Background: an optimization exercise with open tools, aiming at small area. Do not read the settings as production practice.
The RTL was checked by simulation tests, not by an equivalence proof against the original design.

===== design/flow/run.sh =====
#!/bin/bash
# synth_recipe.tcl (not shown) runs the flow's synth.tcl, then flattens the netlist and writes it again
# the make line also repeats each setting of config.mk as NAME=value (left out here)
make -C /OpenROAD-flow-scripts/flow DESIGN_CONFIG=/design/flow/config.mk WORK_HOME=/design/flow/orfs CLKGATE_MAP_FILE= SYNTH_SCRIPT=/design/flow/synth_recipe.tcl finish

===== design/flow/config.mk =====
export PLATFORM = sky130hd
export DESIGN_NAME = top
export DESIGN_NICKNAME = top
export VERILOG_FILES = /design/flow/design.v
export SDC_FILE = /design/flow/constraint.sdc
export NUM_CORES = 8
export LEC_CHECK = 0
export CAP_MARGIN = 20
export CORE_MARGIN = 2
export CORE_UTILIZATION = 40
export SLEW_MARGIN = 20

===== design/flow/constraint.sdc =====
create_clock -name core_clock -period 13.0 [get_ports {clk}]
set_input_delay 2.6000 -clock core_clock [delete_from_list [all_inputs] [get_ports {clk}]]
set_output_delay 2.6000 -clock core_clock [all_outputs]
set_load 0.01 [all_outputs]

===== design/flow/design.v =====
module top (
    input clk,
    input rst_n,
    input [7:0] pixel_in,
    input pixel_valid,
    output [6:0] hex,
    output finish,
    output signed [11:0] score0,
    output signed [11:0] score1
);
    integer i;
    reg [7:0] pr;
    reg vr;
    always @(posedge clk) pr <= pixel_in;
    always @(posedge clk or negedge rst_n) if (!rst_n) vr <= 1'b0; else vr <= pixel_valid;
    reg [4:0] col;
    reg [3:0] row;
    always @(posedge clk or negedge rst_n)
        if (!rst_n) begin col <= 5'd0; row <= 4'd0; end
        else if (vr) begin
            if (col == 5'd27) begin col <= 5'd0; if (row != 4'd15) row <= row + 4'd1; end
            else col <= col + 5'd1;
        end
    reg [447:0] sr;
    always @(posedge clk) if (vr && col != 5'd26) sr <= {sr[439:0], pr};
    wire [7:0] t20 = sr[15:8], t21 = sr[7:0], t22 = pr;
    wire [7:0] t10 = sr[231:224], t11 = sr[223:216], t12 = sr[215:208];
    wire m00 = (row == 4'd2) && (col == 5'd1);   
    wire [7:0] t00 = m00 ? 8'd0 : sr[447:440];
    wire [7:0] t01 = sr[439:432], t02 = sr[431:424];
    wire [7:0] u00 = t00 ^ 8'h80;
    wire [7:0] u01 = t01 ^ 8'h80;
    wire [7:0] u02 = t02 ^ 8'h80;
    wire [7:0] u10 = t10 ^ 8'h80;
    wire [7:0] u11 = t11 ^ 8'h80;
    wire [7:0] u12 = t12 ^ 8'h80;
    wire [7:0] u20 = t20 ^ 8'h80;
    wire [7:0] u21 = t21 ^ 8'h80;
    wire [7:0] u22 = t22 ^ 8'h80;
    wire [16:0] cs0 = ({9'd0, u00} << 0) + ({9'd0, u00} << 2) + ({9'd0, ~u00} << 5) + ({9'd0, u00} << 7) + ({9'd0, u01} << 0) + ({9'd0, u01} << 3) + ({9'd0, ~u02} << 0) + ({9'd0, u02} << 2) + ({9'd0, u02} << 6) + ({9'd0, u10} << 1) + ({9'd0, u10} << 4) + ({9'd0, ~u10} << 6) + ({9'd0, ~u11} << 2) + ({9'd0, u11} << 4) + ({9'd0, u12} << 1) + ({9'd0, ~u12} << 4) + ({9'd0, u12} << 6) + ({9'd0, u20} << 0) + ({9'd0, u20} << 2) + ({9'd0, u20} << 4) + ({9'd0, ~u20} << 7) + ({9'd0, ~u21} << 1) + ({9'd0, u21} << 3) + ({9'd0, ~u21} << 5) + ({9'd0, ~u22} << 4) + 17'd50215;
    wire [11:0] l1o0 = (!cs0[16] && (|cs0[15:0])) ? cs0[15:4] : 12'd0;
    wire [16:0] cs1 = ({9'd0, ~u00} << 0) + ({9'd0, ~u00} << 2) + ({9'd0, ~u00} << 4) + ({9'd0, u01} << 0) + ({9'd0, ~u01} << 2) + ({9'd0, ~u02} << 0) + ({9'd0, ~u02} << 2) + ({9'd0, u02} << 5) + ({9'd0, ~u10} << 2) + ({9'd0, ~u10} << 4) + ({9'd0, ~u11} << 1) + ({9'd0, ~u11} << 3) + ({9'd0, u12} << 0) + ({9'd0, u12} << 2) + ({9'd0, u12} << 4) + ({9'd0, u20} << 2) + ({9'd0, ~u20} << 4) + ({9'd0, ~u20} << 6) + ({9'd0, ~u21} << 1) + ({9'd0, ~u21} << 4) + ({9'd0, ~u21} << 6) + ({9'd0, u22} << 0) + ({9'd0, ~u22} << 7) + 17'd79070;
    wire [11:0] l1o1 = (!cs1[16] && (|cs1[15:0])) ? cs1[15:4] : 12'd0;
    wire [16:0] cs2 = ({9'd0, ~u00} << 4) + ({9'd0, u00} << 7) + ({9'd0, u01} << 3) + ({9'd0, ~u01} << 5) + ({9'd0, ~u02} << 1) + ({9'd0, ~u10} << 1) + ({9'd0, u10} << 4) + ({9'd0, u10} << 6) + ({9'd0, u11} << 0) + ({9'd0, u11} << 3) + ({9'd0, u11} << 5) + ({9'd0, u12} << 0) + ({9'd0, u12} << 4) + ({9'd0, ~u12} << 6) + ({9'd0, ~u20} << 0) + ({9'd0, u20} << 5) + ({9'd0, u21} << 3) + ({9'd0, u21} << 5) + ({9'd0, u22} << 0) + ({9'd0, u22} << 3) + 17'd70773;
    wire [11:0] l1o2 = (!cs2[16] && (|cs2[15:0])) ? cs2[15:4] : 12'd0;
    wire [35:0] l1v = {l1o2, l1o1, l1o0};
    wire l1ev = vr && !row[0] && (row >= 4'd2) && (row <= 4'd14) && col[0] && (col <= 5'd25);
    wire [2:0] eR = row[3:1] - 3'd1;
    wire [3:0] eC = col[4:1];
    function need_f(input [2:0] R, input [3:0] C);
        begin
            need_f = ({R, C} == 7'd0) | ({R, C} == 7'd1) | ({R, C} == 7'd2) | ({R, C} == 7'd3) | ({R, C} == 7'd4) | ({R, C} == 7'd5) | ({R, C} == 7'd7) | ({R, C} == 7'd8) | ({R, C} == 7'd9) | ({R, C} == 7'd10) | ({R, C} == 7'd11) | ({R, C} == 7'd12) | ({R, C} == 7'd16) | ({R, C} == 7'd17) | ({R, C} == 7'd18) | ({R, C} == 7'd19) | ({R, C} == 7'd20) | ({R, C} == 7'd21) | ({R, C} == 7'd23) | ({R, C} == 7'd24) | ({R, C} == 7'd25) | ({R, C} == 7'd26) | ({R, C} == 7'd27) | ({R, C} == 7'd28) | ({R, C} == 7'd32) | ({R, C} == 7'd33) | ({R, C} == 7'd34) | ({R, C} == 7'd35) | ({R, C} == 7'd36) | ({R, C} == 7'd37) | ({R, C} == 7'd38) | ({R, C} == 7'd39) | ({R, C} == 7'd40) | ({R, C} == 7'd41) | ({R, C} == 7'd42) | ({R, C} == 7'd43) | ({R, C} == 7'd44) | ({R, C} == 7'd48) | ({R, C} == 7'd49) | ({R, C} == 7'd50) | ({R, C} == 7'd51) | ({R, C} == 7'd53) | ({R, C} == 7'd54) | ({R, C} == 7'd55) | ({R, C} == 7'd56) | ({R, C} == 7'd57) | ({R, C} == 7'd58) | ({R, C} == 7'd59) | ({R, C} == 7'd60) | ({R, C} == 7'd64) | ({R, C} == 7'd65) | ({R, C} == 7'd66) | ({R, C} == 7'd67) | ({R, C} == 7'd68) | ({R, C} == 7'd69) | ({R, C} == 7'd70) | ({R, C} == 7'd71) | ({R, C} == 7'd72) | ({R, C} == 7'd73) | ({R, C} == 7'd74) | ({R, C} == 7'd75) | ({R, C} == 7'd76) | ({R, C} == 7'd80) | ({R, C} == 7'd81) | ({R, C} == 7'd83) | ({R, C} == 7'd84) | ({R, C} == 7'd85) | ({R, C} == 7'd86) | ({R, C} == 7'd87) | ({R, C} == 7'd88) | ({R, C} == 7'd89) | ({R, C} == 7'd92) | ({R, C} == 7'd96) | ({R, C} == 7'd97) | ({R, C} == 7'd99) | ({R, C} == 7'd100) | ({R, C} == 7'd101) | ({R, C} == 7'd102) | ({R, C} == 7'd103) | ({R, C} == 7'd104) | ({R, C} == 7'd105);
        end
    endfunction
    wire enq = l1ev && need_f(eR, eC);
    reg [35:0] q0;
    reg [35:0] q1;
    reg [35:0] q2;
    reg [35:0] q3;
    reg [35:0] q4;
    reg [2:0] wp, rp, cnt;
    always @(posedge clk) if (enq && wp == 3'd0) q0 <= l1v;
    always @(posedge clk) if (enq && wp == 3'd1) q1 <= l1v;
    always @(posedge clk) if (enq && wp == 3'd2) q2 <= l1v;
    always @(posedge clk) if (enq && wp == 3'd3) q3 <= l1v;
    always @(posedge clk) if (enq && wp == 3'd4) q4 <= l1v;
    reg [35:0] qh;
    always @* begin
        case (rp)
            3'd0: qh = q0;
            3'd1: qh = q1;
            3'd2: qh = q2;
            3'd3: qh = q3;
            3'd4: qh = q4;
            default: qh = 36'd0;
        endcase
    end
    reg [2:0] hR;
    reg [3:0] hC;
    reg started;
    reg [6:0] pend;
    reg [2:0] fst;   
    wire [6:0] hv = {hR, hC};
    wire [61:0] vtab = ({62{hv == 7'd0}} & 62'd1161928703878365185) | ({62{hv == 7'd1}} & 62'd3476778981083054082) | ({62{hv == 7'd2}} & 62'd1152922054379438083) | ({62{hv == 7'd3}} & 62'd3476779599558344708) | ({62{hv == 7'd4}} & 62'd1152922604135251973) | ({62{hv == 7'd5}} & 62'd1152922604152029191) | ({62{hv == 7'd7}} & 62'd2323857613881606152) | ({62{hv == 7'd8}} & 62'd1152923153891065865) | ({62{hv == 7'd9}} & 62'd3476780836508925962) | ({62{hv == 7'd10}} & 62'd1152923703646879755) | ({62{hv == 7'd11}} & 62'd1152923703663656972) | ({62{hv == 7'd12}} & 62'd576460753108729872) | ({62{hv == 7'd16}} & 62'd36028814198833169) | ({62{hv == 7'd17}} & 62'd612493969649041426) | ({62{hv == 7'd18}} & 62'd36063998570922003) | ({62{hv == 7'd19}} & 62'd612533552067641364) | ({62{hv == 7'd20}} & 62'd36099182943010837) | ({62{hv == 7'd21}} & 62'd36099187237978135) | ({62{hv == 7'd23}} & 62'd576473947248263192) | ({62{hv == 7'd24}} & 62'd36134367315099673) | ({62{hv == 7'd25}} & 62'd612612716904841242) | ({62{hv == 7'd26}} & 62'd36169551687188507) | ({62{hv == 7'd27}} & 62'd36169555982155804) | ({62{hv == 7'd28}} & 62'd2900318505234595872) | ({62{hv == 7'd32}} & 62'd1188953080486428705) | ({62{hv == 7'd33}} & 62'd4307137276456009890) | ({62{hv == 7'd34}} & 62'd1188985516079448099) | ({62{hv == 7'd35}} & 62'd1981627852512170148) | ({62{hv == 7'd36}} & 62'd36099195827912741) | ({62{hv == 7'd37}} & 62'd2504071864641396902) | ({62{hv == 7'd38}} & 62'd1152922054379438119) | ({62{hv == 7'd39}} & 62'd4053253547611914280) | ({62{hv == 7'd40}} & 62'd1189056984335253545) | ({62{hv == 7'd41}} & 62'd4451932718632206506) | ({62{hv == 7'd42}} & 62'd1189092718463156267) | ({62{hv == 7'd43}} & 62'd1693495881040671148) | ({62{hv == 7'd44}} & 62'd576482743341285424) | ({62{hv == 7'd48}} & 62'd36204736059277361) | ({62{hv == 7'd49}} & 62'd612665493462974514) | ({62{hv == 7'd50}} & 62'd36028814198833203) | ({62{hv == 7'd51}} & 62'd36028818493800501) | ({62{hv == 7'd53}} & 62'd576465151155241014) | ({62{hv == 7'd54}} & 62'd36063998570922039) | ({62{hv == 7'd55}} & 62'd612533552067641400) | ({62{hv == 7'd56}} & 62'd36099182943010873) | ({62{hv == 7'd57}} & 62'd612573134486241338) | ({62{hv == 7'd58}} & 62'd36134367315099707) | ({62{hv == 7'd59}} & 62'd36134371610067004) | ({62{hv == 7'd60}} & 62'd2900340426747674688) | ({62{hv == 7'd64}} & 62'd1189128452591059009) | ({62{hv == 7'd65}} & 62'd2269992369082680002) | ({62{hv == 7'd66}} & 62'd36028827083735107) | ({62{hv == 7'd67}} & 62'd2504001427177754820) | ({62{hv == 7'd68}} & 62'd1152921504623624261) | ({62{hv == 7'd69}} & 62'd4053244407921508422) | ({62{hv == 7'd70}} & 62'd1188988264858517575) | ({62{hv == 7'd71}} & 62'd4449603265810006984) | ({62{hv == 7'd72}} & 62'd1189021250207350857) | ({62{hv == 7'd73}} & 62'd2269898360838644938) | ({62{hv == 7'd74}} & 62'd36134380200001611) | ({62{hv == 7'd75}} & 62'd540537542761018828) | ({62{hv == 7'd76}} & 62'd576478345294774352) | ({62{hv == 7'd80}} & 62'd36169551687188561) | ({62{hv == 7'd81}} & 62'd36169555982155859) | ({62{hv == 7'd83}} & 62'd576460753108729940) | ({62{hv == 7'd84}} & 62'd36028814198833237) | ({62{hv == 7'd85}} & 62'd612511561835085910) | ({62{hv == 7'd86}} & 62'd36204736059277399) | ({62{hv == 7'd87}} & 62'd612669891509485656) | ({62{hv == 7'd88}} & 62'd36063998570922073) | ({62{hv == 7'd89}} & 62'd36064002865889372) | ({62{hv == 7'd92}} & 62'd576478346100080736) | ({62{hv == 7'd96}} & 62'd36169564572090465) | ({62{hv == 7'd97}} & 62'd180284756942946531) | ({62{hv == 7'd99}} & 62'd576460753914036324) | ({62{hv == 7'd100}} & 62'd36028827083735141) | ({62{hv == 7'd101}} & 62'd900741951677007590) | ({62{hv == 7'd102}} & 62'd36204748944179303) | ({62{hv == 7'd103}} & 62'd900900281351407592) | ({62{hv == 7'd104}} & 62'd36064011455823977) | ({62{hv == 7'd105}} & 62'd324294391902505088);
    wire [6:0] vmask = vtab[61:55];
    wire [6:0] c_init = vtab[54:48];
    wire [2:0] c_slot0 = vtab[47:45];
    wire [2:0] c_slot4 = vtab[44:42];
    wire [2:0] c_slot5 = vtab[41:39];
    wire [2:0] c_slot6 = vtab[38:36];
    wire [3:0] c_opk0 = vtab[35:32];
    wire [3:0] c_opk4 = vtab[31:28];
    wire [3:0] c_opk5 = vtab[27:24];
    wire [3:0] c_opk6 = vtab[23:20];
    wire [3:0] c_opk1 = vtab[19:16];
    wire [3:0] c_opk2 = vtab[15:12];
    wire [3:0] c_opk3 = vtab[11:8];
    wire [0:0] c_comp = vtab[7:7];
    wire [6:0] nxt = vtab[6:0];
    wire qne = (cnt != 3'd0);
    wire [6:0] wm = started ? pend : vmask;
    wire [6:0] low = wm & (~wm + 7'd1);
    wire [6:0] rest = wm & ~low;
    wire run = (fst == 3'd0);
    wire doop = qne && run;
    wire deq = doop && (rest == 7'd0);
    wire last = (hR == 3'd6) && (hC == 4'd9);
    always @(posedge clk or negedge rst_n)
        if (!rst_n) begin
            wp <= 3'd0; rp <= 3'd0; cnt <= 3'd0; hR <= 3'd0; hC <= 4'd0;
            started <= 1'b0; pend <= 7'd0; fst <= 3'd0;
        end else begin
            if (enq) wp <= (wp == 3'd4) ? 3'd0 : wp + 3'd1;
            if (deq) rp <= (rp == 3'd4) ? 3'd0 : rp + 3'd1;
            if (enq && !deq) cnt <= cnt + 3'd1;
            else if (deq && !enq) cnt <= cnt - 3'd1;
            if (doop) begin started <= (rest != 7'd0); pend <= rest; end
            if (deq) begin hR <= nxt[6:4]; hC <= nxt[3:0]; end
            if (deq && last) fst <= 3'd1;
            else if (fst != 3'd0 && fst != 3'd4) fst <= fst + 3'd1;
        end
    assign finish = (fst == 3'd4);
    wire isL2 = doop && (low[0] | low[4] | low[5] | low[6]);
    wire isL3 = doop && (low[1] | low[2] | low[3]);
    wire isMX = (fst == 3'd1) || (fst == 3'd2);
    wire isFC = (fst == 3'd3);
    wire [2:0] slot = ({3{low[0]}} & c_slot0) | ({3{low[4]}} & c_slot4) | ({3{low[5]}} & c_slot5) | ({3{low[6]}} & c_slot6);
    wire [3:0] opk2 = ({4{low[0]}} & c_opk0) | ({4{low[4]}} & c_opk4) | ({4{low[5]}} & c_opk5) | ({4{low[6]}} & c_opk6);
    wire [3:0] opk3 = ({4{low[1]}} & c_opk1) | ({4{low[2]}} & c_opk2) | ({4{low[3]}} & c_opk3);
    wire [4:0] opk = isL2 ? {1'b0, opk2} : isL3 ? (5'd9 + {1'b0, opk3}) : isFC ? 5'd18 : 5'd31;
    wire init = (doop && |(low & c_init)) || isFC;
    wire comp = doop && low[0] && c_comp;
    wire [3:0] rsel = isL2 ? {1'b0, slot} : isL3 ? (low[1] ? 4'd6 : low[2] ? 4'd7 : 4'd8) : (fst == 3'd1) ? 4'd7 : 4'd8;
    reg [35:0] l2o;
    wire [35:0] l3y;
    wire [35:0] xs = isL2 ? qh : isFC ? l3y : l2o;
    reg [21:0] s0_0, s0_1, s0_2, s0_3, s0_4, s0_5, a0_11, a0_12, a0_16;
    reg [21:0] rd0;
    always @* begin
        case (rsel)
            4'd0: rd0 = s0_0;
            4'd1: rd0 = s0_1;
            4'd2: rd0 = s0_2;
            4'd3: rd0 = s0_3;
            4'd4: rd0 = s0_4;
            4'd5: rd0 = s0_5;
            4'd6: rd0 = a0_11;
            4'd7: rd0 = a0_12;
            default: rd0 = a0_16;
        endcase
    end
    wire [21:0] ai0 = init ? 22'd0 : rd0;
    wire [21:0] o0;
    lane0 u0 (.opk(opk), .x0(xs[11:0]), .x1(xs[23:12]), .x2(xs[35:24]), .acc(ai0), .out(o0));
    wire signed [21:0] rs0 = rd0, as0 = a0_11;
    wire gt0 = rs0 > as0;
    always @(posedge clk) if (isL2 && slot == 3'd0) s0_0 <= o0;
    always @(posedge clk) if (isL2 && slot == 3'd1) s0_1 <= o0;
    always @(posedge clk) if (isL2 && slot == 3'd2) s0_2 <= o0;
    always @(posedge clk) if (isL2 && slot == 3'd3) s0_3 <= o0;
    always @(posedge clk) if (isL2 && slot == 3'd4) s0_4 <= o0;
    always @(posedge clk) if (isL2 && slot == 3'd5) s0_5 <= o0;
    always @(posedge clk) if ((isL3 && low[1]) || (isMX && gt0)) a0_11 <= o0;
    always @(posedge clk) if ((isL3 && low[2]) || isFC) a0_12 <= o0;
    always @(posedge clk) if (isL3 && low[3]) a0_16 <= o0;
    wire [11:0] r2_0 = (!o0[21] && (|o0[20:0])) ? o0[15:4] : 12'd0;
    assign l3y[11:0] = (!a0_11[21] && (|a0_11[20:0])) ? a0_11[18:7] : 12'd0;
    reg [22:0] s1_0, s1_1, s1_2, s1_3, s1_4, s1_5, a1_11, a1_12, a1_16;
    reg [22:0] rd1;
    always @* begin
        case (rsel)
            4'd0: rd1 = s1_0;
            4'd1: rd1 = s1_1;
            4'd2: rd1 = s1_2;
            4'd3: rd1 = s1_3;
            4'd4: rd1 = s1_4;
            4'd5: rd1 = s1_5;
            4'd6: rd1 = a1_11;
            4'd7: rd1 = a1_12;
            default: rd1 = a1_16;
        endcase
    end
    wire [22:0] ai1 = init ? 23'd0 : rd1;
    wire [22:0] o1;
    lane1 u1 (.opk(opk), .x0(xs[11:0]), .x1(xs[23:12]), .x2(xs[35:24]), .acc(ai1), .out(o1));
    wire signed [22:0] rs1 = rd1, as1 = a1_11;
    wire gt1 = rs1 > as1;
    always @(posedge clk) if (isL2 && slot == 3'd0) s1_0 <= o1;
    always @(posedge clk) if (isL2 && slot == 3'd1) s1_1 <= o1;
    always @(posedge clk) if (isL2 && slot == 3'd2) s1_2 <= o1;
    always @(posedge clk) if (isL2 && slot == 3'd3) s1_3 <= o1;
    always @(posedge clk) if (isL2 && slot == 3'd4) s1_4 <= o1;
    always @(posedge clk) if (isL2 && slot == 3'd5) s1_5 <= o1;
    always @(posedge clk) if ((isL3 && low[1]) || (isMX && gt1)) a1_11 <= o1;
    always @(posedge clk) if ((isL3 && low[2]) || isFC) a1_12 <= o1;
    always @(posedge clk) if (isL3 && low[3]) a1_16 <= o1;
    wire [11:0] r2_1 = (!o1[22] && (|o1[21:0])) ? o1[15:4] : 12'd0;
    assign l3y[23:12] = (!a1_11[22] && (|a1_11[21:0])) ? a1_11[18:7] : 12'd0;
    reg [22:0] s2_0, s2_1, s2_2, s2_3, s2_4, s2_5, a2_11, a2_12, a2_16;
    reg [22:0] rd2;
    always @* begin
        case (rsel)
            4'd0: rd2 = s2_0;
            4'd1: rd2 = s2_1;
            4'd2: rd2 = s2_2;
            4'd3: rd2 = s2_3;
            4'd4: rd2 = s2_4;
            4'd5: rd2 = s2_5;
            4'd6: rd2 = a2_11;
            4'd7: rd2 = a2_12;
            default: rd2 = a2_16;
        endcase
    end
    wire [22:0] ai2 = init ? 23'd0 : rd2;
    wire [22:0] o2;
    lane2 u2 (.opk(opk), .x0(xs[11:0]), .x1(xs[23:12]), .x2(xs[35:24]), .acc(ai2), .out(o2));
    wire signed [22:0] rs2 = rd2, as2 = a2_11;
    wire gt2 = rs2 > as2;
    always @(posedge clk) if (isL2 && slot == 3'd0) s2_0 <= o2;
    always @(posedge clk) if (isL2 && slot == 3'd1) s2_1 <= o2;
    always @(posedge clk) if (isL2 && slot == 3'd2) s2_2 <= o2;
    always @(posedge clk) if (isL2 && slot == 3'd3) s2_3 <= o2;
    always @(posedge clk) if (isL2 && slot == 3'd4) s2_4 <= o2;
    always @(posedge clk) if (isL2 && slot == 3'd5) s2_5 <= o2;
    always @(posedge clk) if ((isL3 && low[1]) || (isMX && gt2)) a2_11 <= o2;
    always @(posedge clk) if ((isL3 && low[2])) a2_12 <= o2;
    always @(posedge clk) if (isL3 && low[3]) a2_16 <= o2;
    wire [11:0] r2_2 = (!o2[22] && (|o2[21:0])) ? o2[15:4] : 12'd0;
    assign l3y[35:24] = (!a2_11[22] && (|a2_11[21:0])) ? a2_11[18:7] : 12'd0;
    always @(posedge clk) if (comp) l2o <= {r2_2, r2_1, r2_0};
    assign score0 = a0_12[18:7];
    assign score1 = a1_12[18:7];
    assign hex = !finish ? 7'h7F : (score1 > score0) ? 7'b1000000 : 7'b1111001;
endmodule
module lane0 (
    input [4:0] opk,
    input [11:0] x0, x1, x2,
    input [21:0] acc,
    output [21:0] out
);
    wire [23:0] wv = ({24{opk == 5'd0}} & 24'd1194668) | ({24{opk == 5'd1}} & 24'd15075282) | ({24{opk == 5'd2}} & 24'd13367752) | ({24{opk == 5'd3}} & 24'd1450416) | ({24{opk == 5'd4}} & 24'd912923) | ({24{opk == 5'd5}} & 24'd997907) | ({24{opk == 5'd6}} & 24'd516375) | ({24{opk == 5'd7}} & 24'd3799734) | ({24{opk == 5'd8}} & 24'd2555644) | ({24{opk == 5'd9}} & 24'd193847) | ({24{opk == 5'd10}} & 24'd7470598) | ({24{opk == 5'd11}} & 24'd3212824) | ({24{opk == 5'd12}} & 24'd7079703) | ({24{opk == 5'd13}} & 24'd5629202) | ({24{opk == 5'd14}} & 24'd2675429) | ({24{opk == 5'd15}} & 24'd16455423) | ({24{opk == 5'd16}} & 24'd1194059) | ({24{opk == 5'd17}} & 24'd15933556) | ({24{opk == 5'd18}} & 24'd1671102);
    wire [7:0] w0 = wv[7:0], w1 = wv[15:8], w2 = wv[23:16];
    wire [2:0] b00 = {w0[1], w0[0], 1'b0};
    wire n00 = b00[2] & ~(b00[1] & b00[0]);
    wire o00 = b00[1] ^ b00[0];
    wire t00 = (b00 == 3'b011) | (b00 == 3'b100);
    wire [12:0] m00 = ({13{o00}} & {x0[11], x0}) | ({13{t00}} & {x0, 1'b0});
    wire [12:0] r00 = m00 ^ {13{n00}};
    wire [2:0] b01 = {w0[3], w0[2], w0[1]};
    wire n01 = b01[2] & ~(b01[1] & b01[0]);
    wire o01 = b01[1] ^ b01[0];
    wire t01 = (b01 == 3'b011) | (b01 == 3'b100);
    wire [12:0] m01 = ({13{o01}} & {x0[11], x0}) | ({13{t01}} & {x0, 1'b0});
    wire [12:0] r01 = m01 ^ {13{n01}};
    wire [2:0] b02 = {w0[5], w0[4], w0[3]};
    wire n02 = b02[2] & ~(b02[1] & b02[0]);
    wire o02 = b02[1] ^ b02[0];
    wire t02 = (b02 == 3'b011) | (b02 == 3'b100);
    wire [12:0] m02 = ({13{o02}} & {x0[11], x0}) | ({13{t02}} & {x0, 1'b0});
    wire [12:0] r02 = m02 ^ {13{n02}};
    wire [2:0] b03 = {w0[7], w0[6], w0[5]};
    wire n03 = b03[2] & ~(b03[1] & b03[0]);
    wire o03 = b03[1] ^ b03[0];
    wire t03 = (b03 == 3'b011) | (b03 == 3'b100);
    wire [12:0] m03 = ({13{o03}} & {x0[11], x0}) | ({13{t03}} & {x0, 1'b0});
    wire [12:0] r03 = m03 ^ {13{n03}};
    wire [2:0] b10 = {w1[1], w1[0], 1'b0};
    wire n10 = b10[2] & ~(b10[1] & b10[0]);
    wire o10 = b10[1] ^ b10[0];
    wire t10 = (b10 == 3'b011) | (b10 == 3'b100);
    wire [12:0] m10 = ({13{o10}} & {x1[11], x1}) | ({13{t10}} & {x1, 1'b0});
    wire [12:0] r10 = m10 ^ {13{n10}};
    wire [2:0] b11 = {w1[3], w1[2], w1[1]};
    wire n11 = b11[2] & ~(b11[1] & b11[0]);
    wire o11 = b11[1] ^ b11[0];
    wire t11 = (b11 == 3'b011) | (b11 == 3'b100);
    wire [12:0] m11 = ({13{o11}} & {x1[11], x1}) | ({13{t11}} & {x1, 1'b0});
    wire [12:0] r11 = m11 ^ {13{n11}};
    wire [2:0] b12 = {w1[5], w1[4], w1[3]};
    wire n12 = b12[2] & ~(b12[1] & b12[0]);
    wire o12 = b12[1] ^ b12[0];
    wire t12 = (b12 == 3'b011) | (b12 == 3'b100);
    wire [12:0] m12 = ({13{o12}} & {x1[11], x1}) | ({13{t12}} & {x1, 1'b0});
    wire [12:0] r12 = m12 ^ {13{n12}};
    wire [2:0] b13 = {w1[7], w1[6], w1[5]};
    wire n13 = b13[2] & ~(b13[1] & b13[0]);
    wire o13 = b13[1] ^ b13[0];
    wire t13 = (b13 == 3'b011) | (b13 == 3'b100);
    wire [12:0] m13 = ({13{o13}} & {x1[11], x1}) | ({13{t13}} & {x1, 1'b0});
    wire [12:0] r13 = m13 ^ {13{n13}};
    wire [2:0] b20 = {w2[1], w2[0], 1'b0};
    wire n20 = b20[2] & ~(b20[1] & b20[0]);
    wire o20 = b20[1] ^ b20[0];
    wire t20 = (b20 == 3'b011) | (b20 == 3'b100);
    wire [12:0] m20 = ({13{o20}} & {x2[11], x2}) | ({13{t20}} & {x2, 1'b0});
    wire [12:0] r20 = m20 ^ {13{n20}};
    wire [2:0] b21 = {w2[3], w2[2], w2[1]};
    wire n21 = b21[2] & ~(b21[1] & b21[0]);
    wire o21 = b21[1] ^ b21[0];
    wire t21 = (b21 == 3'b011) | (b21 == 3'b100);
    wire [12:0] m21 = ({13{o21}} & {x2[11], x2}) | ({13{t21}} & {x2, 1'b0});
    wire [12:0] r21 = m21 ^ {13{n21}};
    wire [2:0] b22 = {w2[5], w2[4], w2[3]};
    wire n22 = b22[2] & ~(b22[1] & b22[0]);
    wire o22 = b22[1] ^ b22[0];
    wire t22 = (b22 == 3'b011) | (b22 == 3'b100);
    wire [12:0] m22 = ({13{o22}} & {x2[11], x2}) | ({13{t22}} & {x2, 1'b0});
    wire [12:0] r22 = m22 ^ {13{n22}};
    wire [2:0] b23 = {w2[7], w2[6], w2[5]};
    wire n23 = b23[2] & ~(b23[1] & b23[0]);
    wire o23 = b23[1] ^ b23[0];
    wire t23 = (b23 == 3'b011) | (b23 == 3'b100);
    wire [12:0] m23 = ({13{o23}} & {x2[11], x2}) | ({13{t23}} & {x2, 1'b0});
    wire [12:0] r23 = m23 ^ {13{n23}};
    assign out = acc + ({9'd0, ~r00[12], r00[11:0]} << 0) + ({21'd0, n00} << 0) + ({9'd0, ~r01[12], r01[11:0]} << 2) + ({21'd0, n01} << 2) + ({9'd0, ~r02[12], r02[11:0]} << 4) + ({21'd0, n02} << 4) + ({9'd0, ~r03[12], r03[11:0]} << 6) + ({21'd0, n03} << 6) + ({9'd0, ~r10[12], r10[11:0]} << 0) + ({21'd0, n10} << 0) + ({9'd0, ~r11[12], r11[11:0]} << 2) + ({21'd0, n11} << 2) + ({9'd0, ~r12[12], r12[11:0]} << 4) + ({21'd0, n12} << 4) + ({9'd0, ~r13[12], r13[11:0]} << 6) + ({21'd0, n13} << 6) + ({9'd0, ~r20[12], r20[11:0]} << 0) + ({21'd0, n20} << 0) + ({9'd0, ~r21[12], r21[11:0]} << 2) + ({21'd0, n21} << 2) + ({9'd0, ~r22[12], r22[11:0]} << 4) + ({21'd0, n22} << 4) + ({9'd0, ~r23[12], r23[11:0]} << 6) + ({21'd0, n23} << 6) + 22'd3149824;
endmodule
module lane1 (
    input [4:0] opk,
    input [11:0] x0, x1, x2,
    input [22:0] acc,
    output [22:0] out
);
    wire [23:0] wv = ({24{opk == 5'd0}} & 24'd8340741) | ({24{opk == 5'd1}} & 24'd16749263) | ({24{opk == 5'd2}} & 24'd1753868) | ({24{opk == 5'd3}} & 24'd5702916) | ({24{opk == 5'd4}} & 24'd13023783) | ({24{opk == 5'd5}} & 24'd15186976) | ({24{opk == 5'd6}} & 24'd2704363) | ({24{opk == 5'd7}} & 24'd534510) | ({24{opk == 5'd8}} & 24'd2800833) | ({24{opk == 5'd9}} & 24'd808437) | ({24{opk == 5'd10}} & 24'd13162545) | ({24{opk == 5'd11}} & 24'd16592883) | ({24{opk == 5'd12}} & 24'd144186) | ({24{opk == 5'd13}} & 24'd16121614) | ({24{opk == 5'd14}} & 24'd11537627) | ({24{opk == 5'd15}} & 24'd658179) | ({24{opk == 5'd16}} & 24'd2546420) | ({24{opk == 5'd17}} & 24'd6619349) | ({24{opk == 5'd18}} & 24'd13880339);
    wire [7:0] w0 = wv[7:0], w1 = wv[15:8], w2 = wv[23:16];
    wire [2:0] b00 = {w0[1], w0[0], 1'b0};
    wire n00 = b00[2] & ~(b00[1] & b00[0]);
    wire o00 = b00[1] ^ b00[0];
    wire t00 = (b00 == 3'b011) | (b00 == 3'b100);
    wire [12:0] m00 = ({13{o00}} & {x0[11], x0}) | ({13{t00}} & {x0, 1'b0});
    wire [12:0] r00 = m00 ^ {13{n00}};
    wire [2:0] b01 = {w0[3], w0[2], w0[1]};
    wire n01 = b01[2] & ~(b01[1] & b01[0]);
    wire o01 = b01[1] ^ b01[0];
    wire t01 = (b01 == 3'b011) | (b01 == 3'b100);
    wire [12:0] m01 = ({13{o01}} & {x0[11], x0}) | ({13{t01}} & {x0, 1'b0});
    wire [12:0] r01 = m01 ^ {13{n01}};
    wire [2:0] b02 = {w0[5], w0[4], w0[3]};
    wire n02 = b02[2] & ~(b02[1] & b02[0]);
    wire o02 = b02[1] ^ b02[0];
    wire t02 = (b02 == 3'b011) | (b02 == 3'b100);
    wire [12:0] m02 = ({13{o02}} & {x0[11], x0}) | ({13{t02}} & {x0, 1'b0});
    wire [12:0] r02 = m02 ^ {13{n02}};
    wire [2:0] b03 = {w0[7], w0[6], w0[5]};
    wire n03 = b03[2] & ~(b03[1] & b03[0]);
    wire o03 = b03[1] ^ b03[0];
    wire t03 = (b03 == 3'b011) | (b03 == 3'b100);
    wire [12:0] m03 = ({13{o03}} & {x0[11], x0}) | ({13{t03}} & {x0, 1'b0});
    wire [12:0] r03 = m03 ^ {13{n03}};
    wire [2:0] b10 = {w1[1], w1[0], 1'b0};
    wire n10 = b10[2] & ~(b10[1] & b10[0]);
    wire o10 = b10[1] ^ b10[0];
    wire t10 = (b10 == 3'b011) | (b10 == 3'b100);
    wire [12:0] m10 = ({13{o10}} & {x1[11], x1}) | ({13{t10}} & {x1, 1'b0});
    wire [12:0] r10 = m10 ^ {13{n10}};
    wire [2:0] b11 = {w1[3], w1[2], w1[1]};
    wire n11 = b11[2] & ~(b11[1] & b11[0]);
    wire o11 = b11[1] ^ b11[0];
    wire t11 = (b11 == 3'b011) | (b11 == 3'b100);
    wire [12:0] m11 = ({13{o11}} & {x1[11], x1}) | ({13{t11}} & {x1, 1'b0});
    wire [12:0] r11 = m11 ^ {13{n11}};
    wire [2:0] b12 = {w1[5], w1[4], w1[3]};
    wire n12 = b12[2] & ~(b12[1] & b12[0]);
    wire o12 = b12[1] ^ b12[0];
    wire t12 = (b12 == 3'b011) | (b12 == 3'b100);
    wire [12:0] m12 = ({13{o12}} & {x1[11], x1}) | ({13{t12}} & {x1, 1'b0});
    wire [12:0] r12 = m12 ^ {13{n12}};
    wire [2:0] b13 = {w1[7], w1[6], w1[5]};
    wire n13 = b13[2] & ~(b13[1] & b13[0]);
    wire o13 = b13[1] ^ b13[0];
    wire t13 = (b13 == 3'b011) | (b13 == 3'b100);
    wire [12:0] m13 = ({13{o13}} & {x1[11], x1}) | ({13{t13}} & {x1, 1'b0});
    wire [12:0] r13 = m13 ^ {13{n13}};
    wire [2:0] b20 = {w2[1], w2[0], 1'b0};
    wire n20 = b20[2] & ~(b20[1] & b20[0]);
    wire o20 = b20[1] ^ b20[0];
    wire t20 = (b20 == 3'b011) | (b20 == 3'b100);
    wire [12:0] m20 = ({13{o20}} & {x2[11], x2}) | ({13{t20}} & {x2, 1'b0});
    wire [12:0] r20 = m20 ^ {13{n20}};
    wire [2:0] b21 = {w2[3], w2[2], w2[1]};
    wire n21 = b21[2] & ~(b21[1] & b21[0]);
    wire o21 = b21[1] ^ b21[0];
    wire t21 = (b21 == 3'b011) | (b21 == 3'b100);
    wire [12:0] m21 = ({13{o21}} & {x2[11], x2}) | ({13{t21}} & {x2, 1'b0});
    wire [12:0] r21 = m21 ^ {13{n21}};
    wire [2:0] b22 = {w2[5], w2[4], w2[3]};
    wire n22 = b22[2] & ~(b22[1] & b22[0]);
    wire o22 = b22[1] ^ b22[0];
    wire t22 = (b22 == 3'b011) | (b22 == 3'b100);
    wire [12:0] m22 = ({13{o22}} & {x2[11], x2}) | ({13{t22}} & {x2, 1'b0});
    wire [12:0] r22 = m22 ^ {13{n22}};
    wire [2:0] b23 = {w2[7], w2[6], w2[5]};
    wire n23 = b23[2] & ~(b23[1] & b23[0]);
    wire o23 = b23[1] ^ b23[0];
    wire t23 = (b23 == 3'b011) | (b23 == 3'b100);
    wire [12:0] m23 = ({13{o23}} & {x2[11], x2}) | ({13{t23}} & {x2, 1'b0});
    wire [12:0] r23 = m23 ^ {13{n23}};
    assign out = acc + ({10'd0, ~r00[12], r00[11:0]} << 0) + ({22'd0, n00} << 0) + ({10'd0, ~r01[12], r01[11:0]} << 2) + ({22'd0, n01} << 2) + ({10'd0, ~r02[12], r02[11:0]} << 4) + ({22'd0, n02} << 4) + ({10'd0, ~r03[12], r03[11:0]} << 6) + ({22'd0, n03} << 6) + ({10'd0, ~r10[12], r10[11:0]} << 0) + ({22'd0, n10} << 0) + ({10'd0, ~r11[12], r11[11:0]} << 2) + ({22'd0, n11} << 2) + ({10'd0, ~r12[12], r12[11:0]} << 4) + ({22'd0, n12} << 4) + ({10'd0, ~r13[12], r13[11:0]} << 6) + ({22'd0, n13} << 6) + ({10'd0, ~r20[12], r20[11:0]} << 0) + ({22'd0, n20} << 0) + ({10'd0, ~r21[12], r21[11:0]} << 2) + ({22'd0, n21} << 2) + ({10'd0, ~r22[12], r22[11:0]} << 4) + ({22'd0, n22} << 4) + ({10'd0, ~r23[12], r23[11:0]} << 6) + ({22'd0, n23} << 6) + 23'd7344128;
endmodule
module lane2 (
    input [4:0] opk,
    input [11:0] x0, x1, x2,
    input [22:0] acc,
    output [22:0] out
);
    wire [23:0] wv = ({24{opk == 5'd0}} & 24'd4319348) | ({24{opk == 5'd1}} & 24'd14876169) | ({24{opk == 5'd2}} & 24'd16724015) | ({24{opk == 5'd3}} & 24'd15917061) | ({24{opk == 5'd4}} & 24'd14286815) | ({24{opk == 5'd5}} & 24'd12382183) | ({24{opk == 5'd6}} & 24'd12269800) | ({24{opk == 5'd7}} & 24'd3062) | ({24{opk == 5'd8}} & 24'd13832158) | ({24{opk == 5'd9}} & 24'd1909510) | ({24{opk == 5'd10}} & 24'd4916806) | ({24{opk == 5'd11}} & 24'd13394164) | ({24{opk == 5'd12}} & 24'd15779327) | ({24{opk == 5'd13}} & 24'd14798343) | ({24{opk == 5'd14}} & 24'd14292488) | ({24{opk == 5'd15}} & 24'd5151711) | ({24{opk == 5'd16}} & 24'd2143518) | ({24{opk == 5'd17}} & 24'd2882945) | ({24{opk == 5'd18}} & 24'd0);
    wire [7:0] w0 = wv[7:0], w1 = wv[15:8], w2 = wv[23:16];
    wire [2:0] b00 = {w0[1], w0[0], 1'b0};
    wire n00 = b00[2] & ~(b00[1] & b00[0]);
    wire o00 = b00[1] ^ b00[0];
    wire t00 = (b00 == 3'b011) | (b00 == 3'b100);
    wire [12:0] m00 = ({13{o00}} & {x0[11], x0}) | ({13{t00}} & {x0, 1'b0});
    wire [12:0] r00 = m00 ^ {13{n00}};
    wire [2:0] b01 = {w0[3], w0[2], w0[1]};
    wire n01 = b01[2] & ~(b01[1] & b01[0]);
    wire o01 = b01[1] ^ b01[0];
    wire t01 = (b01 == 3'b011) | (b01 == 3'b100);
    wire [12:0] m01 = ({13{o01}} & {x0[11], x0}) | ({13{t01}} & {x0, 1'b0});
    wire [12:0] r01 = m01 ^ {13{n01}};
    wire [2:0] b02 = {w0[5], w0[4], w0[3]};
    wire n02 = b02[2] & ~(b02[1] & b02[0]);
    wire o02 = b02[1] ^ b02[0];
    wire t02 = (b02 == 3'b011) | (b02 == 3'b100);
    wire [12:0] m02 = ({13{o02}} & {x0[11], x0}) | ({13{t02}} & {x0, 1'b0});
    wire [12:0] r02 = m02 ^ {13{n02}};
    wire [2:0] b03 = {w0[7], w0[6], w0[5]};
    wire n03 = b03[2] & ~(b03[1] & b03[0]);
    wire o03 = b03[1] ^ b03[0];
    wire t03 = (b03 == 3'b011) | (b03 == 3'b100);
    wire [12:0] m03 = ({13{o03}} & {x0[11], x0}) | ({13{t03}} & {x0, 1'b0});
    wire [12:0] r03 = m03 ^ {13{n03}};
    wire [2:0] b10 = {w1[1], w1[0], 1'b0};
    wire n10 = b10[2] & ~(b10[1] & b10[0]);
    wire o10 = b10[1] ^ b10[0];
    wire t10 = (b10 == 3'b011) | (b10 == 3'b100);
    wire [12:0] m10 = ({13{o10}} & {x1[11], x1}) | ({13{t10}} & {x1, 1'b0});
    wire [12:0] r10 = m10 ^ {13{n10}};
    wire [2:0] b11 = {w1[3], w1[2], w1[1]};
    wire n11 = b11[2] & ~(b11[1] & b11[0]);
    wire o11 = b11[1] ^ b11[0];
    wire t11 = (b11 == 3'b011) | (b11 == 3'b100);
    wire [12:0] m11 = ({13{o11}} & {x1[11], x1}) | ({13{t11}} & {x1, 1'b0});
    wire [12:0] r11 = m11 ^ {13{n11}};
    wire [2:0] b12 = {w1[5], w1[4], w1[3]};
    wire n12 = b12[2] & ~(b12[1] & b12[0]);
    wire o12 = b12[1] ^ b12[0];
    wire t12 = (b12 == 3'b011) | (b12 == 3'b100);
    wire [12:0] m12 = ({13{o12}} & {x1[11], x1}) | ({13{t12}} & {x1, 1'b0});
    wire [12:0] r12 = m12 ^ {13{n12}};
    wire [2:0] b13 = {w1[7], w1[6], w1[5]};
    wire n13 = b13[2] & ~(b13[1] & b13[0]);
    wire o13 = b13[1] ^ b13[0];
    wire t13 = (b13 == 3'b011) | (b13 == 3'b100);
    wire [12:0] m13 = ({13{o13}} & {x1[11], x1}) | ({13{t13}} & {x1, 1'b0});
    wire [12:0] r13 = m13 ^ {13{n13}};
    wire [2:0] b20 = {w2[1], w2[0], 1'b0};
    wire n20 = b20[2] & ~(b20[1] & b20[0]);
    wire o20 = b20[1] ^ b20[0];
    wire t20 = (b20 == 3'b011) | (b20 == 3'b100);
    wire [12:0] m20 = ({13{o20}} & {x2[11], x2}) | ({13{t20}} & {x2, 1'b0});
    wire [12:0] r20 = m20 ^ {13{n20}};
    wire [2:0] b21 = {w2[3], w2[2], w2[1]};
    wire n21 = b21[2] & ~(b21[1] & b21[0]);
    wire o21 = b21[1] ^ b21[0];
    wire t21 = (b21 == 3'b011) | (b21 == 3'b100);
    wire [12:0] m21 = ({13{o21}} & {x2[11], x2}) | ({13{t21}} & {x2, 1'b0});
    wire [12:0] r21 = m21 ^ {13{n21}};
    wire [2:0] b22 = {w2[5], w2[4], w2[3]};
    wire n22 = b22[2] & ~(b22[1] & b22[0]);
    wire o22 = b22[1] ^ b22[0];
    wire t22 = (b22 == 3'b011) | (b22 == 3'b100);
    wire [12:0] m22 = ({13{o22}} & {x2[11], x2}) | ({13{t22}} & {x2, 1'b0});
    wire [12:0] r22 = m22 ^ {13{n22}};
    wire [2:0] b23 = {w2[7], w2[6], w2[5]};
    wire n23 = b23[2] & ~(b23[1] & b23[0]);
    wire o23 = b23[1] ^ b23[0];
    wire t23 = (b23 == 3'b011) | (b23 == 3'b100);
    wire [12:0] m23 = ({13{o23}} & {x2[11], x2}) | ({13{t23}} & {x2, 1'b0});
    wire [12:0] r23 = m23 ^ {13{n23}};
    assign out = acc + ({10'd0, ~r00[12], r00[11:0]} << 0) + ({22'd0, n00} << 0) + ({10'd0, ~r01[12], r01[11:0]} << 2) + ({22'd0, n01} << 2) + ({10'd0, ~r02[12], r02[11:0]} << 4) + ({22'd0, n02} << 4) + ({10'd0, ~r03[12], r03[11:0]} << 6) + ({22'd0, n03} << 6) + ({10'd0, ~r10[12], r10[11:0]} << 0) + ({22'd0, n10} << 0) + ({10'd0, ~r11[12], r11[11:0]} << 2) + ({22'd0, n11} << 2) + ({10'd0, ~r12[12], r12[11:0]} << 4) + ({22'd0, n12} << 4) + ({10'd0, ~r13[12], r13[11:0]} << 6) + ({22'd0, n13} << 6) + ({10'd0, ~r20[12], r20[11:0]} << 0) + ({22'd0, n20} << 0) + ({10'd0, ~r21[12], r21[11:0]} << 2) + ({22'd0, n21} << 2) + ({10'd0, ~r22[12], r22[11:0]} << 4) + ({22'd0, n22} << 4) + ({10'd0, ~r23[12], r23[11:0]} << 6) + ({22'd0, n23} << 6) + 23'd7344128;
endmodule

==> run summary <==
-- worst max-delay path, delay by kind of cell (launching register included) --
family	cells	cell delay (ns)
adder cells (fa/ha/maj)	8	3.74
buffers and inverters	7	1.19
XOR/XNOR	1	0.29
flip-flops	1	0.58
AO/OA/AOI/OAI	20	4.61
AND/OR/NAND/NOR	8	1.62
-- stage by stage --
stage	instance area (um^2)	worst slack (ns)	setup TNS (ns)	hold WS [ns]
global route	107000	-0.00400	-0.00400	0.393
CTS	107000	0.334	0	0.376
floorplan	95800	0.342	0	0.400
detailed placement	102000	0.463	0	0.405
global placement	102000	0.259	0	0.401
finish	107000	0.572	0	0.377
-- cells by family after synthesis --
family / after synthesis / synth area share (%)
muxes: 99 / 1.07
xor gates and xnor gates: 236 / 2.19
other: 1 / 0.00391
AOI/OAI and AO/OA: 2186 / 15.1
adders and majority gates: 1407 / 25.3
buffers and inverters: 1717 / 7.08
DFF: 1320 / 41.1
and+or+nand+nor: 1679 / 8.15
-- timing repair --
action / CTS / global route
setup buffers: 0 / 10
gates resized for setup: 0 / 49
hold endpoints to repair: 0 / 0
setup endpoints to repair: 0 / 81
-- state kept, by name, summed over array words and instances, names as in the netlist, 36 cells and up --
signal and cells:
sr 448, q2 36, q3 36, q1 36, q0 36, l2o 36
q4 36
-- cell type report --
cell class | instances | area share (%)
diodes | 7 | 0.0163
multi-input cells | 5608 | 46.9
repair buffers | 574 | 4.37
clock inverters | 91 | 0.903
flip-flops and latches | 1320 | 36.7
inverters | 1149 | 4.03
clock buffers | 161 | 3.38
well taps | 3167 | 3.70
-- cell usage in the layout, fill, tap and decap left out, drive strengths merged, types with 162 or more instances in the layout --
cell | netlist | final
xnor2 | 172 | 172
a211oi | 225 | 225
a21oi | 468 | 468
a22oi | 257 | 257
ha | 522 | 522
nand2 | 750 | 750
buf | 194 | 533
a31oi | 203 | 203
o21ai | 419 | 419
nor2 | 359 | 359
edfxtp | 1276 | 1276
fa | 883 | 883
inv | 1145 | 1155
clkbuf | 374 | 162
-- Yosys cell counts, types with 31 or more instances --
master	count	area [um^2]
dfrtp_1	36	901
xnor2_1	172	1510
and2_1	35	219
nor2_1	352	1320
nor3_1	52	260
a211oi_1	222	1670
a22o_1	77	674
nand4_1	37	231
ha_1	522	6530
inv_1	1141	4280
o21bai_1	40	300
clkbuf_1	374	1400
o22ai_1	102	638
a31oi_1	202	1260
a22oi_1	254	1910
buf_2	102	510
nand3_1	131	656
a21oi_1	466	2330
mux2i_1	83	831
nand2b_1	61	382
xor2_1	62	543
a21o_1	70	526
o21ai_1	31	155
nor2b_1	83	519
edfxtp_1	1276	38300
buf_1	39	146
buf_4	50	375
o21ai_0	386	1930
o211ai_1	34	255
nand2_1	747	2800
fa_1	883	17700
-- final timing paths --
check / from / endpoint / slack, ns / cells past startpoint
max: hR[2] / s0_3[20] / 0.57 / 44
min: sr[369] / sr[377] / 0.38 / 0
max reg2reg: hR[2] / s0_3[20] / 0.57 / 44
min reg2reg: sr[369] / sr[377] / 0.38 / 0
max in group asynchronous: rst_n / hC[3] / 10.64 / 2
min in group asynchronous: rst_n / col[1] / 1.87 / 2
-- layer usage --
metal / GRT usage, % / vias up / share of wire, %
met2: 38.5 / 3928 / 42
met3: 5.02 / 653 / 10
li1: - / 30730 / -
met5: 0 / - / 0.0040
met1: 39.4 / 35409 / 43
met4: 10.9 / 2 / 4.6
==> reports/qor.csv <==
stage,metric,value,unit
clock_tree,Post-CTS Hold Fix Bufs,0,
global_route,vias in the first global route,69133,
finish,fin cells,12077,
synth,synth unique cells,121,
critical_path,startpoint types,flop,
clock_tree,Num CTS Buffers,141,
synth,"Primary FF master, synth",edfxtp_1,
finish,share of cells above drive strength 1,10.9,%
critical_path,crit path kind,flop to flop,
synth,register area share after synthesis,41.1,%
worst_hold_path,Hold WC Path Type,flop to flop,
clock_tree,clk buf depth,3,
synth,Mapped Cells,8645,
synth,Syn. warnings,1,
floorplanning,num rows,179,
critical_path,Worst Path Arrival,12.92,ns
floorplanning,Chip Height,493,um
routing,final wirelength,327,mm
clock_tree,Sink Count,1320,
global_route,initial antenna violation count,9,
clock_tree,CTS tree,done,
finish,Final #Nets,10210,
sta,clock skew,0.0881,ns
routing,DRC errors left,0,
floorplanning,core area,238000,um^2
routing,detailed-route via count,70722,
sta,Slew @ Worst Pin,1.17,ns
synth,register bit count reported by yosys,1320,
sta,Fin. Hold Viols,0,
critical_path,crit-path max FO,20,
place,gpl congestion,1.01,
routing,Final ANT Viol Nets,0,
floorplanning,Die Wd,493,um
synth,Async SR Flop Fraction,2.73,%
place,IO buf count,41,
sta,Final period util,95.6,%
synth,syn_nets,10061,
critical_path,Slowest Stage Delay on Critical Path,0.59,ns
outcome,status,no timing/DRC/antenna violations,
synth,Post-synth EDFFs,1276,
sta,Final setup viols,0,
place,cell count after placement,11808,
finish,Layout area overhead,11.9,%
finish,fin util,45.0,%
floorplanning,IO Count,43,
sta,Final Critical Period,12.43,ns
clock_tree,Worst-Skew Late Latency,0.83,ns
global_route,Tot GR Track Use,26.7,%
finish,multi-input logic area,50200,um^2
synth,post-synthesis cell area,95800,um^2
global_route,gr ovfl total,0,
critical_path,slowest stage cell on the critical path,fa_1,
global_route,largest net degree at the start of global routing,171,
routing,WL/cell,27.1,um
synth,Synth Area per Inst,11.1,um^2
clock_tree,CTS Root Cell,clkbuf_16,
sta,max_slew headroom,21.7,%
routing,DRT Pass-1 Iters,8,
floorplanning,Initial Utilization,40.3,%
critical_path,CP endpoint kind,flop,
global_route,first-pass GRT wire length,480,mm
sta,Slew Limit Fails,0,
finish,Seq. cell area,39400,um^2
clock_tree,# H-tree levels,4,
clock_tree,Clock Pin Slew Worst Setup and Hold Paths,0.06,ns
place,HPWL after DPL,249,mm
finish,FILL cells,21856,
routing,Starting DRT DRC Count,10028,
critical_path,WP data required,13.49,ns
routing,Vias/cell,5.86,
job,max-cap violation count,0,
sta,fmax,80.5,MHz
floorplanning,DIE AREA,244000,um^2

## static timing again, ports no longer ideal
Ports are ideal in the flow. The routed layout listed here was re-timed in OpenROAD. Step 1, drivers: a clkbuf_16 drives clk and a buf_2 each remaining input, both assumed. Step 2 also shifts input and output timing later by t, the mid clock arrival at the registers, as if the neighbouring blocks saw the same clock. Three values: ideal, step 1, step 2; two values: the first two.
shift t [ns]: 0.870
setup slack, ns: 0.572 / 0.572 / 0.572
worst data-port slew with drivers (ns): 0.08
cell pins on the clock port's net: 1
After both steps this run still meets setup and hold. The setup slack of this run moves by 0.000 ns with the drivers and by 0.000 ns with both steps.
